Source: an optimization exercise on an open RTL-to-GDS flow (aim: small area). Production flows keep margins and buffers that such runs may drop. Only simulation tests tie the RTL to the original design; equivalence was not proved.

==> module FFT, before the edit <==
module FFT(
input clk,
input rst_n,
input in_valid,
input signed [11:0] din_r,
input signed [11:0] din_i,
output out_valid,
output signed [15:0] dout_r,
output signed [15:0] dout_i
);
reg [31:0] R [0:31];       
reg [7:0]  t;              
reg        ov;             
reg        osel;           
wire run = in_valid | (t != 8'd0);
wire [7:0] tn = t + 8'd1;
always @(posedge clk or negedge rst_n) begin
	if (!rst_n) begin
		t    <= 8'd0;
		ov   <= 1'b0;
		osel <= 1'b0;
	end else begin
		if (run && t != 8'd160) t <= tn;
		ov   <= (t >= 8'd102 && t < 8'd118) || (t >= 8'd135 && t < 8'd151);
		osel <= (t < 8'd118) ? t[0] : !t[0];
	end
end
assign out_valid = ov;
assign dout_r = osel ? R[23][31:16] : R[6][31:16];
assign dout_i = osel ? R[23][15:0]  : R[6][15:0];
function [15:0] radd(input [15:0] a, input [15:0] b, input ci);
	integer j;
	reg c;
	begin
		c = ci;
		for (j = 0; j < 16; j = j + 1) begin
			radd[j] = a[j] ^ b[j] ^ c;
			c = (a[j] & b[j]) | (a[j] & c) | (b[j] & c);
		end
	end
endfunction
function [31:0] cadd(input [31:0] a, input [31:0] b);
	cadd = {radd(a[31:16], b[31:16], 1'b0), radd(a[15:0], b[15:0], 1'b0)};
endfunction
function [31:0] csub(input [31:0] a, input [31:0] b);
	csub = {radd(a[31:16], ~b[31:16], 1'b1), radd(a[15:0], ~b[15:0], 1'b1)};
endfunction
function [15:0] nadd(input [15:0] a, input [15:0] b, input ci, input [4:0] w);
	integer j;
	reg c;
	begin
		c = ci;
		for (j = 0; j < 16; j = j + 1) begin
			if (j < w) begin
				nadd[j] = a[j] ^ b[j] ^ c;
				c = (a[j] & b[j]) | (a[j] & c) | (b[j] & c);
			end else
				nadd[j] = nadd[w - 1];
		end
	end
endfunction
function [31:0] nsum(input [31:0] a, input [31:0] b, input [4:0] w);
	nsum = {nadd(a[31:16], b[31:16], 1'b0, w), nadd(a[15:0], b[15:0], 1'b0, w)};
endfunction
function [31:0] ndif(input [31:0] a, input [31:0] b, input [4:0] w);
	ndif = {nadd(a[31:16], ~b[31:16], 1'b1, w), nadd(a[15:0], ~b[15:0], 1'b1, w)};
endfunction
wire [31:0] din = {{4{din_r[11]}}, din_r, {4{din_i[11]}}, din_i};
wire w_s1  = (t < 8'd32);
wire w2    = (t >= 8'd24) && (t < 8'd56);
wire w3    = (t >= 8'd47) && (t < 8'd79);
wire w3f   = (t >= 8'd51) && (t < 8'd83);
wire w5    = (t >= 8'd53) && (t < 8'd85);
wire wB    = (t >= 8'd85) && (t < 8'd117);
wire [2:0] u47 = t[2:0] + 3'd1;     
wire [2:0] u51 = t[2:0] + 3'd5;     
wire [3:0] u85 = t[3:0] + 4'd11;    
wire s1_in = (t < 8'd16);
wire s1_bf = w_s1 && t[4];
wire bf2  = w2 && !t[3];
wire bf3  = w3 && u47[2];
wire tw3  = w3f && u51[2] && (u51[1:0] != 2'd0);
wire bf4  = w3f && u51[1];
wire w84  = w5 && (t[1:0] == 2'd0);
wire bf5  = w5 && !t[0];
wire exB  = wB && u85[1] && !u85[3];
wire [31:0] d1 = ndif(R[15], din, 5'd13);
wire [31:0] d2 = ndif(R[31], R[23], 5'd15);
wire m1 = w_s1;
wire m2 = !m1 && (t < 8'd56);
wire m3 = !m1 && !m2;
wire [31:0] mz = ({32{m1}} & d1) | ({32{m2}} & d2) | ({32{m3}} & R[18]);
wire [3:0]  mk = m1 ? t[3:0] : (m2 ? {t[2:0], 1'b0} : {u51[1:0], 2'b00});
wire [31:0] mo;
Twiddle TW(.k(mk), .z(mz), .o(mo));
wire [31:0] c1 = nsum(R[15], din, 5'd13);
wire [31:0] c2 = nsum(R[31], R[23], 5'd15);
wire [31:0] d3 = csub(R[18], R[14]);
wire [31:0] c3 = cadd(R[18], R[14]);
wire p3 = !bf3 && !tw3;
wire [31:0] fw3 = ({32{bf3}} & c3) | ({32{tw3}} & mo) | ({32{p3}} & R[18]);
wire [31:0] d4 = csub(R[20], fw3);
wire [31:0] c4 = cadd(R[20], fw3);
wire p4 = !bf4 && !w84;
wire [31:0] fw4 = ({32{bf4}} & c4) | ({32{w84}} & {R[20][15:0], radd(~R[20][31:16], 16'd0, 1'b1)}) | ({32{p4}} & R[20]);
wire [31:0] d5 = csub(R[21], fw4);
wire [31:0] c5 = cadd(R[21], fw4);
wire s0_mo = s1_bf;
wire s0_c2 = !s1_in && !s1_bf && bf2;
wire s0_p  = !s1_in && !s1_bf && !bf2;
wire s15_p = !bf3 && !exB;
wire s21_p = !bf5 && !exB;
integer i;
always @(posedge clk) begin
	for (i = 1; i < 32; i = i + 1) R[i] <= R[i-1];
	R[0]  <= ({32{s1_in}} & din) | ({32{s0_mo}} & mo) | ({32{s0_c2}} & c2) | ({32{s0_p}} & R[31]);
	R[16] <= s1_bf ? c1 : R[15];
	R[24] <= bf2 ? mo : R[23];
	R[15] <= ({32{bf3}} & d3) | ({32{exB}} & R[20]) | ({32{s15_p}} & R[14]);
	R[19] <= bf4 ? d4 : fw3;
	R[21] <= ({32{bf5}} & d5) | ({32{exB}} & R[14]) | ({32{s21_p}} & fw4);
	R[22] <= bf5 ? c5 : R[21];
end
endmodule
clock: 36.0 ns
lec_check: 0
abc_area: 1
cap_margin: 10
core_margin: 2
core_utilization: 40
cts_buf_list: sky130_fd_sc_hd__clkbuf_16
cts_cluster_diameter: 100
cts_cluster_size: 22
slew_margin: 10
run.sh (not shown) runs the stock make flow with config.mk's settings and CLKGATE_MAP_FILE= SYNTH_SCRIPT=/design/flow/synth_recipe.tcl, a recipe that flattens the netlist after the stock synthesis.
The starting point produced a clean layout.
==> next run, changes <==
--- a/flow/design.v
+++ b/flow/design.v
@@ -14,6 +14,8 @@
 reg        osel;           
 wire run = in_valid | (t != 8'd0);
 wire [7:0] tn = t + 8'd1;
+wire [7:0] on1 = tn - 8'd103;
+wire [7:0] on2 = tn - 8'd120;
 always @(posedge clk or negedge rst_n) begin
 	if (!rst_n) begin
 		t    <= 8'd0;
@@ -21,8 +23,8 @@
 		osel <= 1'b0;
 	end else begin
 		if (run && t != 8'd160) t <= tn;
-		ov   <= (t >= 8'd102 && t < 8'd118) || (t >= 8'd135 && t < 8'd151);
-		osel <= (t < 8'd118) ? t[0] : !t[0];
+		ov   <= (on1 < 8'd16) || (on2 >= 8'd16 && on2 < 8'd32);
+		osel <= (on1 < 8'd16) ? on1[0] : on2[0];
 	end
 end
 assign out_valid = ov;
@@ -66,31 +68,29 @@
 	ndif = {nadd(a[31:16], ~b[31:16], 1'b1, w), nadd(a[15:0], ~b[15:0], 1'b1, w)};
 endfunction
 wire [31:0] din = {{4{din_r[11]}}, din_r, {4{din_i[11]}}, din_i};
-wire w_s1  = (t < 8'd32);
-wire w2    = (t >= 8'd24) && (t < 8'd56);
-wire w3    = (t >= 8'd47) && (t < 8'd79);
-wire w3f   = (t >= 8'd51) && (t < 8'd83);
-wire w5    = (t >= 8'd53) && (t < 8'd85);
-wire wB    = (t >= 8'd85) && (t < 8'd117);
-wire [2:0] u47 = t[2:0] + 3'd1;     
-wire [2:0] u51 = t[2:0] + 3'd5;     
-wire [3:0] u85 = t[3:0] + 4'd11;    
+wire [7:0] t2  = t - 8'd24;
+wire [7:0] t3  = t - 8'd47;
+wire [7:0] t3f = t - 8'd51;
+wire [7:0] t4  = t - 8'd51;
+wire [7:0] t4f = t - 8'd53;
+wire [7:0] t5  = t - 8'd53;
+wire [7:0] tB  = t - 8'd85;
 wire s1_in = (t < 8'd16);
-wire s1_bf = w_s1 && t[4];
-wire bf2  = w2 && !t[3];
-wire bf3  = w3 && u47[2];
-wire tw3  = w3f && u51[2] && (u51[1:0] != 2'd0);
-wire bf4  = w3f && u51[1];
-wire w84  = w5 && (t[1:0] == 2'd0);
-wire bf5  = w5 && !t[0];
-wire exB  = wB && u85[1] && !u85[3];
+wire s1_bf = (t >= 8'd16) && (t < 8'd32);
+wire bf2  = (t2 < 8'd32) && t2[3];
+wire bf3  = (t3 < 8'd32) && t3[2];
+wire tw3  = (t3f < 8'd32) && t3f[2] && (t3f[1:0] != 2'd0);
+wire bf4  = (t4 < 8'd32) && t4[1];
+wire w84  = (t4f < 8'd32) && t4f[1] && t4f[0];
+wire bf5  = (t5 < 8'd32) && t5[0];
+wire exB  = (tB < 8'd32) && tB[1] && !tB[3];
 wire [31:0] d1 = ndif(R[15], din, 5'd13);
 wire [31:0] d2 = ndif(R[31], R[23], 5'd15);
-wire m1 = w_s1;
+wire m1 = (t < 8'd32);
 wire m2 = !m1 && (t < 8'd56);
 wire m3 = !m1 && !m2;
 wire [31:0] mz = ({32{m1}} & d1) | ({32{m2}} & d2) | ({32{m3}} & R[18]);
-wire [3:0]  mk = m1 ? t[3:0] : (m2 ? {t[2:0], 1'b0} : {u51[1:0], 2'b00});
+wire [3:0]  mk = m1 ? t[3:0] : (m2 ? {t2[2:0], 1'b0} : {t3f[1:0], 2'b00});
 wire [31:0] mo;
 Twiddle TW(.k(mk), .z(mz), .o(mo));
 wire [31:0] c1 = nsum(R[15], din, 5'd13);
Sequential share of layout area is lower by 0.28 points.
Worst setup slack degrades by 0.66 ns.
Routed wire length is higher by about 11%.
Core utilization is lower by 0.20 points.
Clock-buffer cell count is lower by 3.
Hold slack degrades by 0.0064 ns.
Die area is higher by 0.74%.
Via count is higher by about 4%.
Global-route usage is higher by 1.9 points.
Cell count is higher by 2.1%.

re-timing with driven ports:
The flow's constraints put no driver on any port. The routed layouts listed below were extracted and timed again, unchanged, in two steps. Step 1, drivers: a clkbuf_16 drives clk and a buf_2 each remaining input, both assumed. Step 2 adds t to the input delays and takes it off the output delays; t is the mean of the earliest and latest rising clock arrival at the registers after step 1. Input paths then give back, and output paths get back, about the clock's delay inside the block. Slacks: ideal / step 1 / step 2; pairs: ideal / step 1.
run	t, ns	slack for setup (ns)	hold slack, ns
the first run	0.716	14.239 / 14.093 / 13.377	0.314 / 0.314 / 0.314
the second run	0.714	13.575 / 13.599 / 12.885	0.308 / 0.308 / 0.308
After both steps setup and hold are still met in every run listed. For the first run, which loses most, drivers alone change the setup slack by -0.146 ns; drivers and shift together by -0.862 ns.
